This design comes from an exercise in tuning for small area on the open sky130 flow, not from production work. Only simulation tests tie the RTL to the original design; equivalence was not proved. No activity file was given, so power comes from the tool's default toggle rates.

--- run.sh ---
#!/bin/bash
# synth_recipe.tcl (not shown) runs the flow's synth.tcl, then flattens the netlist and writes it again
# the make line also repeats each setting of config.mk as NAME=value (left out here)
make -C /OpenROAD-flow-scripts/flow DESIGN_CONFIG=/design/flow/config.mk WORK_HOME=/design/flow/orfs CLKGATE_MAP_FILE= SYNTH_SCRIPT=/design/flow/synth_recipe.tcl finish
--- config.mk ---
export PLATFORM = sky130hd
export DESIGN_NAME = rpi
export DESIGN_NICKNAME = rpi
export VERILOG_FILES = /design/flow/design.v
export SDC_FILE = /design/flow/constraint.sdc
export NUM_CORES = 4
export LEC_CHECK = 0
export CAP_MARGIN = 20
export CORE_MARGIN = 2
export CORE_UTILIZATION = 40
export SLEW_MARGIN = 20
--- constraint.sdc ---
create_clock -name core_clock -period 10.0 [get_ports {clk_100mhz}]
set_input_delay 2.0000 -clock core_clock [delete_from_list [all_inputs] [get_ports {clk_100mhz}]]
set_output_delay 2.0000 -clock core_clock [all_outputs]
set_load 0.01 [all_outputs]
--- design.v ---
module INV (input I, output O);
  assign O = ~I;
endmodule
module AND2 (input I0, input I1, output O);
  assign O = I0 & I1;
endmodule
module AND3 (input I0, input I1, input I2, output O);
  assign O = I0 & I1 & I2;
endmodule
module AND4 (input I0, input I1, input I2, input I3, output O);
  assign O = I0 & I1 & I2 & I3;
endmodule
module OR2 (input I0, input I1, output O);
  assign O = I0 | I1;
endmodule
module OR3 (input I0, input I1, input I2, output O);
  assign O = I0 | I1 | I2;
endmodule
module OR4 (input I0, input I1, input I2, input I3, output O);
  assign O = I0 | I1 | I2 | I3;
endmodule
`timescale 1ns / 1ps
module MC14495_ZJU(D0, 
                   D1, 
                   D2, 
                   D3, 
                   LE, 
                   point, 
                   a, 
                   b, 
                   c, 
                   d, 
                   e, 
                   f, 
                   g, 
                   p);
    input D0;
    input D1;
    input D2;
    input D3;
    input LE;
    input point;
   output a;
   output b;
   output c;
   output d;
   output e;
   output f;
   output g;
   output p;
   wire XLXN_14;
   wire XLXN_24;
   wire XLXN_26;
   wire XLXN_27;
   wire XLXN_28;
   wire XLXN_61;
   wire XLXN_62;
   wire XLXN_72;
   wire XLXN_73;
   wire XLXN_74;
   wire XLXN_75;
   wire XLXN_111;
   wire XLXN_115;
   wire XLXN_119;
   wire XLXN_140;
   wire XLXN_141;
   wire XLXN_170;
   wire XLXN_171;
   wire XLXN_172;
   wire XLXN_184;
   wire XLXN_185;
   wire XLXN_186;
   wire XLXN_200;
   wire XLXN_201;
   wire XLXN_202;
   wire XLXN_208;
   wire XLXN_209;
   wire XLXN_210;
   wire XLXN_211;
   wire XLXN_212;
   wire XLXN_213;
   wire XLXN_214;
   INV  XLXI_1 (.I(D3), 
               .O(XLXN_14));
   INV  XLXI_2 (.I(D2), 
               .O(XLXN_61));
   INV  XLXI_3 (.I(D1), 
               .O(XLXN_62));
   INV  XLXI_4 (.I(D0), 
               .O(XLXN_24));
   AND4  XLXI_5 (.I0(D0), 
                .I1(XLXN_61), 
                .I2(XLXN_62), 
                .I3(XLXN_14), 
                .O(XLXN_119));
   AND4  XLXI_6 (.I0(XLXN_24), 
                .I1(XLXN_62), 
                .I2(D2), 
                .I3(XLXN_14), 
                .O(XLXN_26));
   AND4  XLXI_7 (.I0(D0), 
                .I1(XLXN_62), 
                .I2(D2), 
                .I3(D3), 
                .O(XLXN_27));
   AND4  XLXI_8 (.I0(D0), 
                .I1(D1), 
                .I2(XLXN_61), 
                .I3(D3), 
                .O(XLXN_28));
   OR4  XLXI_17 (.I0(XLXN_28), 
                .I1(XLXN_27), 
                .I2(XLXN_26), 
                .I3(XLXN_119), 
                .O(XLXN_208));
   AND4  XLXI_18 (.I0(D0), 
                 .I1(XLXN_62), 
                 .I2(D2), 
                 .I3(XLXN_14), 
                 .O(XLXN_72));
   AND3  XLXI_19 (.I0(XLXN_24), 
                 .I1(D1), 
                 .I2(D2), 
                 .O(XLXN_73));
   AND3  XLXI_20 (.I0(XLXN_24), 
                 .I1(D2), 
                 .I2(D3), 
                 .O(XLXN_74));
   AND3  XLXI_21 (.I0(D0), 
                 .I1(D1), 
                 .I2(D3), 
                 .O(XLXN_75));
   OR4  XLXI_22 (.I0(XLXN_75), 
                .I1(XLXN_74), 
                .I2(XLXN_73), 
                .I3(XLXN_72), 
                .O(XLXN_209));
   AND4  XLXI_23 (.I0(XLXN_24), 
                 .I1(D1), 
                 .I2(XLXN_61), 
                 .I3(XLXN_14), 
                 .O(XLXN_111));
   AND3  XLXI_24 (.I0(D1), 
                 .I1(D2), 
                 .I2(D3), 
                 .O(XLXN_115));
   OR3  XLXI_26 (.I0(XLXN_115), 
                .I1(XLXN_111), 
                .I2(XLXN_74), 
                .O(XLXN_210));
   AND3  XLXI_27 (.I0(D0), 
                 .I1(D1), 
                 .I2(D2), 
                 .O(XLXN_140));
   AND4  XLXI_28 (.I0(XLXN_24), 
                 .I1(D1), 
                 .I2(XLXN_61), 
                 .I3(D3), 
                 .O(XLXN_141));
   OR4  XLXI_29 (.I0(XLXN_141), 
                .I1(XLXN_140), 
                .I2(XLXN_26), 
                .I3(XLXN_119), 
                .O(XLXN_211));
   AND3  XLXI_30 (.I0(XLXN_62), 
                 .I1(D2), 
                 .I2(XLXN_14), 
                 .O(XLXN_171));
   AND2  XLXI_32 (.I0(D0), 
                 .I1(XLXN_14), 
                 .O(XLXN_170));
   AND3  XLXI_35 (.I0(D0), 
                 .I1(XLXN_62), 
                 .I2(XLXN_61), 
                 .O(XLXN_172));
   OR3  XLXI_36 (.I0(XLXN_172), 
                .I1(XLXN_171), 
                .I2(XLXN_170), 
                .O(XLXN_212));
   AND3  XLXI_37 (.I0(D0), 
                 .I1(XLXN_61), 
                 .I2(XLXN_14), 
                 .O(XLXN_184));
   AND3  XLXI_38 (.I0(D1), 
                 .I1(XLXN_61), 
                 .I2(XLXN_14), 
                 .O(XLXN_185));
   AND3  XLXI_39 (.I0(D0), 
                 .I1(D1), 
                 .I2(XLXN_14), 
                 .O(XLXN_186));
   OR4  XLXI_41 (.I0(XLXN_186), 
                .I1(XLXN_185), 
                .I2(XLXN_184), 
                .I3(XLXN_27), 
                .O(XLXN_213));
   AND3  XLXI_42 (.I0(XLXN_62), 
                 .I1(XLXN_61), 
                 .I2(XLXN_14), 
                 .O(XLXN_200));
   AND4  XLXI_43 (.I0(D0), 
                 .I1(D1), 
                 .I2(D2), 
                 .I3(XLXN_14), 
                 .O(XLXN_201));
   AND4  XLXI_44 (.I0(XLXN_24), 
                 .I1(XLXN_62), 
                 .I2(D2), 
                 .I3(D3), 
                 .O(XLXN_202));
   OR3  XLXI_46 (.I0(XLXN_202), 
                .I1(XLXN_201), 
                .I2(XLXN_200), 
                .O(XLXN_214));
   OR2  XLXI_47 (.I0(LE), 
                .I1(XLXN_208), 
                .O(a));
   OR2  XLXI_48 (.I0(LE), 
                .I1(XLXN_209), 
                .O(b));
   OR2  XLXI_49 (.I0(LE), 
                .I1(XLXN_210), 
                .O(c));
   OR2  XLXI_50 (.I0(LE), 
                .I1(XLXN_211), 
                .O(d));
   OR2  XLXI_51 (.I0(LE), 
                .I1(XLXN_212), 
                .O(e));
   OR2  XLXI_52 (.I0(LE), 
                .I1(XLXN_213), 
                .O(f));
   OR2  XLXI_53 (.I0(LE), 
                .I1(XLXN_214), 
                .O(g));
   INV  XLXI_57 (.I(point), 
                .O(p));
endmodule
`timescale 1ns / 1ps
module  HexTo8SEG(input [31:0] Hexs,		
						input [7:0] points,
						input [7:0] LES,
						input flash,
						output[63:0] SEG_TXT
						);
	Hex2Seg HTS0(Hexs[31:28],LES[7],points[7],flash,SEG_TXT[63:56]);  
	Hex2Seg HTS1(Hexs[27:24],LES[6],points[6],flash,SEG_TXT[55:48]); 
	Hex2Seg HTS2(Hexs[23:20],LES[5],points[5],flash,SEG_TXT[47:40]);  
	Hex2Seg HTS3(Hexs[19:16],LES[4],points[4],flash,SEG_TXT[39:32]);
	Hex2Seg HTS4(Hexs[15:12],LES[3],points[3],flash,SEG_TXT[31:24]);
	Hex2Seg HTS5(Hexs[11:8], LES[2],points[2],flash,SEG_TXT[23:16]);
	Hex2Seg HTS6(Hexs[7:4],  LES[1],points[1],flash,SEG_TXT[15:8]);
	Hex2Seg HTS7(Hexs[3:0],  LES[0],points[0],flash,SEG_TXT[7:0]);
endmodule
module	 Hex2Seg(input[3:0]Hex,
						input LE,
						input point, 
						input flash,
						output[7:0]Segment
						);
		wire en = LE & flash;	
		MC14495_ZJU  MSEG(.D3(Hex[3]),.D2(Hex[2]),.D1(Hex[1]),.D0(Hex[0]),.LE(en),.point(point),
								.a(a),.b(b),.c(c),.d(d),.e(e),.f(f),.g(g),.p(p));
		assign Segment = {p,g,f,e,d,c,b,a};	 
endmodule
`timescale 1ns / 1ps
module SSeg_map(input[63:0]Disp_num, 
                output[63:0]Seg_map
                     );
    assign Seg_map = {
                    Disp_num[30], Disp_num[15], Disp_num[11],Disp_num[23], Disp_num[31], Disp_num[22],  Disp_num[10], Disp_num[3],
                    Disp_num[28], Disp_num[14], Disp_num[9], Disp_num[21], Disp_num[29], Disp_num[20],  Disp_num[8],  Disp_num[2],
                    Disp_num[26], Disp_num[13], Disp_num[7], Disp_num[19], Disp_num[27], Disp_num[18],  Disp_num[6],  Disp_num[1],
                    Disp_num[24], Disp_num[12], Disp_num[5], Disp_num[17], Disp_num[25], Disp_num[16],  Disp_num[4],  Disp_num[0],							 
                    Disp_num[30], Disp_num[15], Disp_num[11],Disp_num[23], Disp_num[31], Disp_num[22],  Disp_num[10], Disp_num[3],
                    Disp_num[28], Disp_num[14], Disp_num[9], Disp_num[21], Disp_num[29], Disp_num[20],  Disp_num[8],  Disp_num[2],
                    Disp_num[26], Disp_num[13], Disp_num[7], Disp_num[19], Disp_num[27], Disp_num[18],  Disp_num[6],  Disp_num[1],
                    Disp_num[24], Disp_num[12], Disp_num[5], Disp_num[17], Disp_num[25], Disp_num[16],  Disp_num[4],  Disp_num[0]};
endmodule
`timescale 1ns / 1ps
module        P2S(input wire clk,						 
						input wire rst,
						input wire Start,
						input wire[DATA_BITS-1:0] PData,
						output wire s_clk,
						output wire s_clrn,
						output wire sout,
						output reg  EN
						);
parameter
	DATA_BITS = 32,  											 
	DATA_COUNT_BITS = 5,										 
	DIR = 0;														 
localparam
		S_IDLE = 0,   
		S_TRAN = 1;   
wire S1,S0,SL,SR;
reg [DATA_BITS:0] Q;
reg sh_clk;
reg [1:0]Go, S, state;
reg       en_n, sh_n;
reg [1:0] s_n, state_n;
reg       s1_n, s0_n;
	assign {SR,SL} = 2'b11;
	assign s_clk = sh_clk;
	assign s_clrn = 1;
	assign sout    = DIR ? Q[0] : Q[DATA_BITS];
	assign {S1,S0} = DIR ? {S[0],S[1]} : S;
	wire finish    = DIR ? &Q[DATA_BITS:2] : &Q[DATA_BITS-2:0];
	always @(posedge clk) begin
		if (rst) Go <= 2'b00;
		else     Go <= {Go[0],Start};
	end
	always @* begin
		en_n = EN; s_n = S; state_n = state; sh_n = sh_clk;
		case(state)
			S_IDLE: if(Go == 2'b01)begin
						  en_n = 0;
						  s_n = 2'b10;
						  state_n = S_TRAN;
						  sh_n = ~sh_clk;
					  end
					  else begin
						  en_n = 1;
						  s_n = 2'b11;
						  sh_n = 0;
						  state_n = S_IDLE;
					  end
			S_TRAN: begin if(finish)begin
								  sh_n = ~sh_clk;
								  en_n = 1;
								  s_n = 2'b11;
								  state_n = S_IDLE;
							  end
							  else begin sh_n = ~sh_clk;
									 state_n = S_TRAN;
							  end
					  end
			default: state_n = S_IDLE;
		endcase
		{s1_n,s0_n} = DIR ? {s_n[0],s_n[1]} : s_n;
	end
	always @(posedge clk) begin
		if (rst) begin
			sh_clk <= 0;
			EN     <= 1;
			S      <= 2'b11;
			state  <= S_IDLE;
			Q      <= 0;
		end
		else begin
			sh_clk <= sh_n;
			EN     <= en_n;
			S      <= s_n;
			state  <= state_n;
			if (sh_clk & ~sh_n)
				case({s1_n,s0_n})
				2'b00: Q <= Q;
				2'b01: Q <= {SR,Q[DATA_BITS:1]};
				2'b10: Q <= {Q[DATA_BITS-1:0],SL};
				2'b11: if(DIR)Q <= {1'b0,PData};
						 else   Q <= {PData,1'b0};
				endcase
		end
	end
endmodule
`timescale 1ns / 1ps
module Display(input clk,
					input rst,
					input Start,
					input Tex,
					input flash,
					input [31:0]Hexs,
					input [7:0]point,
					input [7:0]LES,
					output seg_clk,
					output seg_sout,
					output SEG_PEN,
					output seg_clrn,
					output [63:0] seg64
					);
wire [63:0]a,b,o;
	assign o = Tex ? ~a : ~b;
	assign seg64 = o;
	HexTo8SEG		SM1(.Hexs(Hexs),
							 .points(point),
							 .LES(LES),
							 .flash(flash),
							 .SEG_TXT(a)
							 );
	SSeg_map			SM3(.Disp_num({Hexs,Hexs}),
                      .Seg_map(b)
							 );
	P2S 				#(.DATA_BITS(64),.DATA_COUNT_BITS(6),.DIR(1))
						  P7SEG (.clk(clk),
									.rst(rst),
									.Start(Start),
									.PData(o),
									.s_clk(seg_clk),
									.s_clrn(seg_clrn),
									.sout(seg_sout),
									.EN(SEG_PEN)
									);
endmodule
`timescale 1ns / 1ps
module 		 GPIO(input clk,
						input rst,
						input Start,
						input EN,
						input [15:0] P_Data,
						output wire led_clk,
						output wire led_sout,
						output wire led_clrn,
						output wire LED_PEN,
						output reg[15:0] GPIOf0
						);
	always @(posedge clk)
		if(rst) GPIOf0 <= 16'hFFFF;
		else if(EN)  GPIOf0 <= P_Data;
			  else    GPIOf0 <= GPIOf0;
	P2S 	#(.DATA_BITS(16),.DATA_COUNT_BITS(4),.DIR(1))
		  PLED (.clk(clk),
				.rst(rst),
				.Start(Start),
				.PData(GPIOf0),
				.s_clk(led_clk),
				.s_clrn(led_clrn),
				.sout(led_sout),
				.EN(LED_PEN)
				);
endmodule
`timescale 1ns / 1ps
module  clkdiv(input clk,
					input rst,
					output reg[31:0]clkdiv
					);
	always @ (posedge clk) begin
		if (rst) clkdiv <= 0;
		else clkdiv <= clkdiv + 1'b1;
	end
endmodule
`timescale 1ns / 1ps
module   SAnti_jitter(input wire clk,
							 input wire reset,
							 input wire RSTN,
							 input wire readn,
							 input wire [4:0]Key_y,
							 output reg [4:0] Key_x,
							 input wire [15:0]SW,
							 output reg [4:0] Key_out,
							 output reg      Key_ready,
							 output reg [4:0] pulse_out,
							 output reg [4:0] BTN_OK,
							 output reg [15:0]SW_OK,
							 output reg 	  CR,
							 output reg 	  rst
							);
localparam KEY_DEBOUNCE = 200;    
localparam ROW_DWELL    = 25;     
localparam SW_DEBOUNCE  = 200;    
localparam RST_HOLD     = 1000;   
reg [31:0] counterState;		 
reg [31:0] counter, counter1, rst_counter;
reg [4:0]  btn_temp;
reg [15:0] sw_temp;
reg [2:0]  clk1;
wire [4:0] Keyy;
reg scan, RSTN_temp;
	assign Keyy = ~Key_y;
	always@(posedge clk)
		if (reset) clk1 <= 0;
		else       clk1 <= clk1+1;
	wire tick = (clk1 == 3'b011);
	always @(posedge clk) begin
	if (reset) begin
		btn_temp <= 0; Key_ready <= 0; Key_out <= 0; counter <= 0;
		scan <= 0; counterState <= 0; pulse_out <= 0; BTN_OK <= 0;
		Key_x <= 0;
	end
	else if (tick) begin
		btn_temp <= Keyy;
		if(!readn )begin Key_ready <= 0;	Key_out <= 0;end
		if((btn_temp != Keyy ) && !scan) begin
			counter <= 32'h00000000;
			scan  <= 1;
			end
		else if(counter < KEY_DEBOUNCE)begin
				counter <= counter+1;
				counterState <= 32'b0; 
				end
				else begin
					if(~|Key_x)begin pulse_out <= Keyy; BTN_OK <= Keyy;  end
					if(~|Key_x && ~|Keyy )begin pulse_out <= 0; BTN_OK <= Keyy; end
					if(scan)	begin
						case(Key_x)
							  5'b00000:
											begin
												if(counterState < ROW_DWELL)
													counterState <= counterState + 32'b1;
												else begin
													Key_x <= 5'b11101;
													counterState <= 32'b0;
												end
											end
							  5'b11101: begin
												if(counterState < ROW_DWELL)
													counterState <= counterState + 32'b1;
												else begin
													if(~|Keyy) Key_x <= 5'b11011;
													else begin
													Key_out <= {Keyy[4],3'h0,Keyy[4]}+Keyy_num(Keyy)+0;
													scan <= 0;
													Key_x <= 5'b00000;
													Key_ready <=1;
													end
													counterState <= 32'b0;
												end
											end
							  5'b11011: begin
												if(counterState < ROW_DWELL)
													counterState <= counterState + 32'b1;
												else begin
													if(~|Keyy)Key_x <= 5'b10111;
													else begin
													Key_out <= {1'b0, {3{Keyy[4]}},1'b0}+Keyy_num(Keyy)+4;
													scan <= 0;
													Key_x <= 5'b00000;
													Key_ready <=1;
													end
													counterState <= 32'b0;
												end
											end
							  5'b10111: begin
												if(counterState < ROW_DWELL)
													counterState <= counterState + 32'b1;
												else begin
													if(~|Keyy) Key_x <= 5'b01111;
													else begin
													Key_out <= {1'b0,Keyy[4],1'b0,{2{Keyy[4]}}}+Keyy_num(Keyy)+8;
													scan <= 0;
													Key_x <= 5'b00000;
													Key_ready <=1;
													end
													counterState <= 32'b0;
												end
											end
							  5'b01111: begin
												if(counterState < ROW_DWELL)
													counterState <= counterState + 32'b1;
												else begin
													if(~|Keyy) Key_x <= 5'b11110;
													else begin
													Key_out <= {1'b0, Keyy[4],3'b000}+ Keyy_num(Keyy)+12;
													scan <= 0;
													Key_x <= 5'b00000;
													Key_ready <=1;
													end
													counterState <= 32'b0;
												end
											end
							  5'b11110: begin
												if(counterState < ROW_DWELL)
													counterState <= counterState + 32'b1;
												else begin
													if(~|Keyy) Key_x <= 5'b11111;
													else begin
													Key_out <= Keyy_num(Keyy)+16;
													scan <= 0;
													Key_x <= 5'b00000;
													Key_ready <=1;
													end
													counterState <= 32'b0;
												end
											end
								default: begin Key_out <= Key_out;
											Key_x <= 5'b00000;
											scan <= 0;
											end
						endcase
				end
			end
	 end
	 end
	always @(posedge clk) begin
	if (reset) begin
		RSTN_temp <= 1; sw_temp <= 0; counter1 <= 0; rst_counter <= 0;
		CR <= 0; SW_OK <= 0; rst <= 0;
	end
	else begin
		RSTN_temp <= RSTN;
		sw_temp <= SW;
		if(RSTN_temp !=RSTN || sw_temp !=SW) begin
			counter1 <= 32'h00000000;
			rst_counter<=0;
			end
		else if(counter1<SW_DEBOUNCE)
				counter1<=counter1+1;
				else begin
					CR <= ~RSTN;
					SW_OK <= SW;
					if(!RSTN && rst_counter<RST_HOLD)begin
						rst_counter <= rst_counter + 1;
					end
					else begin
						rst <= ~RSTN;
					end
				end
	 end
	 end
	function [4:0] Keyy_num;
		input [4:0] Keyy;
		begin
		case (Keyy)
				5'b00000 : Keyy_num = 5'b00000;		
				5'b00001 : Keyy_num = 5'b00000;		 
				5'b00010 : Keyy_num = 5'b00001;		 
				5'b00100 : Keyy_num = 5'b00010;		 
				5'b01000 : Keyy_num = 5'b00011;		 
				5'b10000 : Keyy_num = 5'b00100;		 
				default  : Keyy_num = 5'b00000;		 
		endcase
		end
	endfunction
endmodule
`timescale 1ns / 1ps
module ps2(
    input clk,
	input rst,
	input ps2_clk,
	input ps2_data,
	output [9:0] ps2_code,
	output ps2_ready
    );
    reg ps2_clk_flag0, ps2_clk_flag1, ps2_clk_flag2;
    wire negedge_ps2_clk;
	always @ (posedge clk) begin
	   if (rst) begin
            ps2_clk_flag0 <= 1'b0;
			ps2_clk_flag1 <= 1'b0;
			ps2_clk_flag2 <= 1'b0;
		end
		else begin
            ps2_clk_flag0 <= ps2_clk;
			ps2_clk_flag1 <= ps2_clk_flag0;
			ps2_clk_flag2 <= ps2_clk_flag1;
		end
	end
	assign negedge_ps2_clk = !ps2_clk_flag1 & ps2_clk_flag2;
	reg [3:0] num;
	always @ (posedge clk) begin
	    if (rst)
            num <= 4'd0;
		else if (num == 4'd11)
            num <= 4'd0;
		else if (negedge_ps2_clk) begin
            num <= num + 1'b1;
        end
	end
	reg negedge_ps2_clk_shift;
	always @ (posedge clk) begin
	   if (rst) negedge_ps2_clk_shift <= 1'b0;
	   else     negedge_ps2_clk_shift <= negedge_ps2_clk;
	end
	reg [7:0] temp_data;
    always @ (posedge clk) begin
        temp_data <= temp_data;
        if (rst)
		   temp_data <= 8'd0;
		else if (negedge_ps2_clk_shift) begin
		   case (num)
				4'd2 : temp_data[0] <= ps2_data;
				4'd3 : temp_data[1] <= ps2_data;
				4'd4 : temp_data[2] <= ps2_data;
				4'd5 : temp_data[3] <= ps2_data;
				4'd6 : temp_data[4] <= ps2_data;
				4'd7 : temp_data[5] <= ps2_data;
				4'd8 : temp_data[6] <= ps2_data;
				4'd9 : temp_data[7] <= ps2_data;
				default : temp_data <= temp_data;
			endcase
		end
	end
	reg [9:0] data;
	reg data_break, data_done, data_expand;
	always @ (posedge clk) begin
	   if (rst) begin
            data_done <= 1'b0;
            data_expand <= 1'b0;
            data_break <= 1'b0;
			data <= 10'd0;
		end
		else if (num == 4'd11) begin
		   if (temp_data == 8'hE0) begin
			   data_expand <= 1'b1;
			end
			else if(temp_data == 8'hF0) begin
			   data_break <= 1'b1;
			end
			else begin
                data <= {data_expand, data_break, temp_data};
				data_done <= 1'b1;
				data_expand <= 1'b0;
				data_break <= 1'b0;
			end
		end
		else begin
		    data <= data;
			data_done <= 1'b0;
			data_expand <= data_expand;
			data_break <= data_break;
		end
	end
	assign ps2_code = data;
	assign ps2_ready = data_done;
endmodule
`timescale 1ns / 1ps
module dataReader(
    input clk_100mhz,
    input rst,
    input clk,
    input [63:0] seg,
    input [15:0] led,
    output [4:0] data,
    output [3:0] s
    );
    localparam IDLE_LIMIT = 32'd1000;   
    reg [31:0] count;
    reg busy;
    reg [1:0] clk_reg;
    always @(posedge clk_100mhz) begin
        if (rst) clk_reg <= 2'b00;
        else     clk_reg <= {clk_reg[0], clk};
    end
    always @(posedge clk_100mhz) begin
        if (rst) begin
            count <= 32'b0;
            busy  <= 1'b0;
        end else if(clk_reg == 2'b01) begin
            count <= 32'b0;
            busy  <= 1'b1;
        end else begin
            if(count<IDLE_LIMIT)
                count <= count+32'b01;
            else
                busy <= 1'b0;
        end
    end
    reg [63:0] segR;
    reg [15:0] ledR;
    reg [15:0] dataR;
    reg [3:0]  state;
    always @(posedge clk_100mhz) begin
        if (rst) begin
            state <= 4'h0;
            segR  <= 64'b0;
            ledR  <= 16'b0;
            dataR <= 16'b0;
        end else if(clk_reg == 2'b01) begin
            if(busy == 1'b0) begin
                state <= 4'h0;
                segR <= seg;
                ledR <= led;
            end else begin
                dataR <= {segR[63:60], ledR[15:15]};
                segR  <= {segR[59:0], 4'b0};
                ledR  <= {ledR[14:0], 1'b0};
                state <= state + 4'h1;
            end
        end
    end
    assign data = dataR[4:0];
    assign s = state;
endmodule
`timescale 1ns / 1ps
module rpi(
	input clk_100mhz,
	input reset,
	input RSTN,
	input [15:0] SW,
	input [3:0] BTN_IN,
	input ps2_clk,
	input ps2_data,
	output [3:0] BTN_OUT,
	output LEDCLK,
	output LEDDT,
	output LEDEN,
	output SEGCLK,
	output SEGDT,
	output SEGEN,
	input SegLedClk,
	output [4:0] SegLedData
 );
	reg[31:0] data;
	wire[4:0] KCode;
	wire[4:0] K_ROW;
	wire[31:0] clkdiv;
	wire[15:0] SW_OK;
	wire rst_db;
	wire [63:0] seg64;
	wire [15:0] led16;
	wire sub_rst = reset | rst_db;
	assign BTN_OUT = K_ROW[4:1];
	clkdiv M1 (.clk(clk_100mhz),
	           .rst(sub_rst),
			   .clkdiv(clkdiv));
   SAnti_jitter  M2 (.clk(clk_100mhz),
                    .reset(reset),
                    .Key_y({1'b1, BTN_IN}),
                    .readn(1'b1),
                    .RSTN(RSTN),
                    .SW(SW),
                    .BTN_OK(),
                    .CR(),
                    .Key_out(KCode[4:0]),
                    .Key_ready(),
                    .Key_x(K_ROW[4:0]),
                    .pulse_out(),
                    .rst(rst_db),
                    .SW_OK(SW_OK[15:0]));
    wire [9:0] ps2_code;
    wire ps2_ready;
    ps2 M3(.clk(clk_100mhz),
            .rst(reset | SW_OK[0]),
            .ps2_clk(ps2_clk),
            .ps2_data(ps2_data),
            .ps2_code(ps2_code),
            .ps2_ready(ps2_ready));
   Display  M4 (.clk(clk_100mhz),
               .flash(clkdiv[15]),
               .Hexs(data),
               .LES(8'h04),
               .point(data[15:8]),
               .rst(sub_rst),
               .Start(clkdiv[10]),
               .Tex(SW_OK[15]),
               .seg_clk(SEGCLK),
               .seg_clrn(),
               .SEG_PEN(SEGEN),
               .seg_sout(SEGDT),
               .seg64(seg64));
   GPIO  M6 (.clk(clk_100mhz),
            .EN(1'b1),
            .P_Data(data[15:0]),
            .rst(sub_rst),
            .Start(clkdiv[10]),
            .GPIOf0(led16),
            .led_clk(LEDCLK),
            .led_clrn(),
            .LED_PEN(LEDEN),
            .led_sout(LEDDT));
    dataReader M7(
            .clk_100mhz(clk_100mhz),
            .rst(reset),
            .clk(SegLedClk),
            .seg(seg64),
            .led(led16),
            .data(SegLedData),
            .s());
	always @(posedge clk_100mhz) begin
	   if (reset)
			data <= 32'b0;
	   else if(KCode != 5'b0000)
			data <= {KCode[3:0], 2'b0, ps2_code, SW_OK[15:0]};
	end
endmodule
==> run notes <==
status finished clean; initial antenna violation count 0; required time of the critical path 10.54 ns; antenna diode count 0; Synth top area share 44.6%; CP Data Arrival Time roughly 4.6 ns; mapped cell area 21700 um^2; Setup Viol. Count Final 0; cell area after layout about 24000 um^2; gr ovfl total 0; Largest regs M4.P7SEG.Q x65, M7.segR x64; cts bufs inserted 54; detailed-route vias per instance 5.73; wire length per cell 17.5 um; core footprint 53700 um^2; Reg2Reg Depth 7; post-DP HPWL ~36000 um; Initial Util around two fifths; post-synthesis mux area share under 10%; met3 usage 2.89%; Async SR Flop Fraction 0%; max_cap viols 0; post-synthesis sequential area ratio 44.6%; Slew @ Worst Pin 1.06 ns; largest net degree at the start of global routing 106; Critical Path Max Stage Delay 0.87 ns; max reg flops 65; first-pass GRT wire length approximately 90000 um; Final Cycle Share between 40% and 50%; GP Congestion 0.840; clk root buf clkbuf_16; Max IR drop VDD 0.154 mV; max_slew headroom ~30%; CP Depth 7; Chip Width 237 um; Max Fclk 244 MHz; CP Cell Sequence clkdlybuf4s50_1 > xor2_1 > nor4_2 > nand4_2 > nor3_4 > or3b_1 > a21oi_1; post-route ant nets 0; IO Count 41; crit path time final approximately 4.1 ns; met1 Usage GRT roughly 28%; drt pass-1 iters 8; Slowest-stage cell, CP nor3_4; leak pwr 8.26 nW; DRC 0; Biggest register M4.P7SEG.Q; adder-cell share of the synthesized area 0.749%; Buf/Inv on CP 1; YS warnings 16; Area contributors post-synth dfxtp_1 (45%), a21oi_1 (5.7%), nand2_1 (4.6%); kind of cell adding the most delay to the critical path simple AND/OR/NAND/NOR gates; worst hold path type flop to flop; Setup TNS 0 ns; Post-Synthesis Cells about 2600; total chip power 0.00420 W; Synth Area in Simple Gates between 20% and 30%; Initial DRC Count approximately 1500; PD cells 173 nW/um^2; post-CTS setup buffer count 0; Startpoint Class primary input; Die ar. 56200 um^2; Area after DPL 22400 um^2; fin nets 2512; Fillers between 5000 and 6000; vias ~18000; Yosys top cell by area dfxtp_1; Worst Setup End Kind flop; RSZ-0062 raised after global routing no; final hold viol count 0; XOR/XNOR share of the synthesized area 3.06%; Post-synth top cells dfxtp_1 (484), nand2_1 (267), a21oi_1 (249); syn avg cell area 8.49 um^2; syn_nets 2597; Routed WL 56200 um; Gates resized, CTS repair 0; number of global-route vias before repair between 15000 and 20000; most frequent cell after synthesis dfxtp_1; most crowded layer after global routing met2; CTS tree yes; Die Ht 237 um; Post-synth EDFFs 0; met2 usage between 30% and 40%; Total GRT Usage between 10% and 20%; clk buf depth 3; share of cells above drive strength 1 roughly 7.6%; area delta synth->final 11.7%; later-pin clock latency in the skew report ~0.62 ns; Distinct cells, synth 89; Cell Rows 85; I/O Buffers 40; htree depth 2; Worst Skew 0.0133 ns; Main synth FF type dfxtp_1; Worst-path clk slew roughly 0.060 ns; largest family of logic cells by synthesized area simple AND/OR/NAND/NOR gates; crit path kind primary input to flop; Slew Viols, Final 0; #FFs+latches synth 484; worst-path fanout max 17; clk sinks 484; CTS hold repair buffers 0; hold path cells 1; Compound-Gate Fraction of Synth Area 22.0%
[kinds of logic after synthesis]
family	count (synthesis)
buffers and inverters	237
DFF	484
xor gates and xnor gates	76
AOI/OAI and AO/OA	732
muxes	63
and+or+nand+nor	953
adders and majority gates	13
[area by class of cell]
type	count	area (um^2)	area share, %
tap	696	871	3.59
timing repair buffer	62	567	2.34
inverter	34	128	0.526
multi-input combinational	1837	11100	45.9
clock inverter	22	290	1.20
clock buffer	76	1580	6.53
sequential	484	9690	40.0
[metal layers]
layer | vias up | share of wire, % | wire, um
met4 | 0 | 2.3 | 1300
li1 | 8963 | - | -
met3 | 80 | 5.4 | 3020
met5 | - | 0 | 0
met2 | 464 | 44 | 25000
met1 | 8881 | 48 | 26900
[path summary, 6_finish.rpt]
check	start	to	slack, ns
setup / recovery	SW[4]	M2.rst	5.91
hold reg to reg	M2.clk1[0]	M2.clk1[0]	0.42
hold / removal	M2.clk1[0]	M2.clk1[0]	0.42
setup reg to reg	M4.P7SEG.Q[49]	M4.P7SEG.Q[57]	6.68
[power breakdown]
part / switching, W / total (W) / internal [W]
clock: 0.000829 / 0.00207 / 0.00124
combinational: 0.0000905 / 0.000148 / 0.0000579
sequential: 0.0000263 / 0.00199 / 0.00196
total: 0.000945 / 0.00420 / 0.00326
[metrics by stage]
stage	setup WS [ns]	util, %	hold slack [ns]	cells
global route	5.68	45.2	0.463	3211
finish	5.91	45.2	0.424	3211
floorplan	6.42	-	0.399	2558
CTS	5.87	45.1	0.427	3211
detailed placement	5.22	41.6	0.413	3113
global placement	5.27	41.6	0.409	3113
[cells in the final DEF, fill, tap and decap left out, drive strengths merged, types with 48 or more instances in the layout]
master / count
dfxtp: 484
nand2: 267
a21oi: 252
nor2: 217
o21ai: 170
and2: 90
clkbuf: 76
nand2b: 67
mux2i: 61
xor2: 56
nand3: 55
nand4: 53
o211ai: 48

-- port drivers added, routing unchanged --
In the flow no input, the clock included, has a driving cell. The finished layout below was timed again as built, in two steps.
Step 1: set_driving_cell puts a clkbuf_16 on clk_100mhz and a buf_2 on each other input, an assumption about the parent block.
Step 2 times the ports against the registers' clock, not the clock port: input delays grow and output delays shrink by t, the midpoint of the rising clock arrivals with the driver on.
a / b / c = no drivers / after step 1 / after step 2; a / b = the first two.
t, ns: 0.671
setup WS [ns]: 5.905 / 5.941 / 5.270
worst setup path at the end: input to register
latest minus earliest clock arrival (ns): 0.015 / 0.015
worst slew at a driven data input, ns: 0.04
After both steps this run still meets setup and hold. For this run, drivers alone change the setup slack by +0.036 ns; drivers and shift together by -0.635 ns.
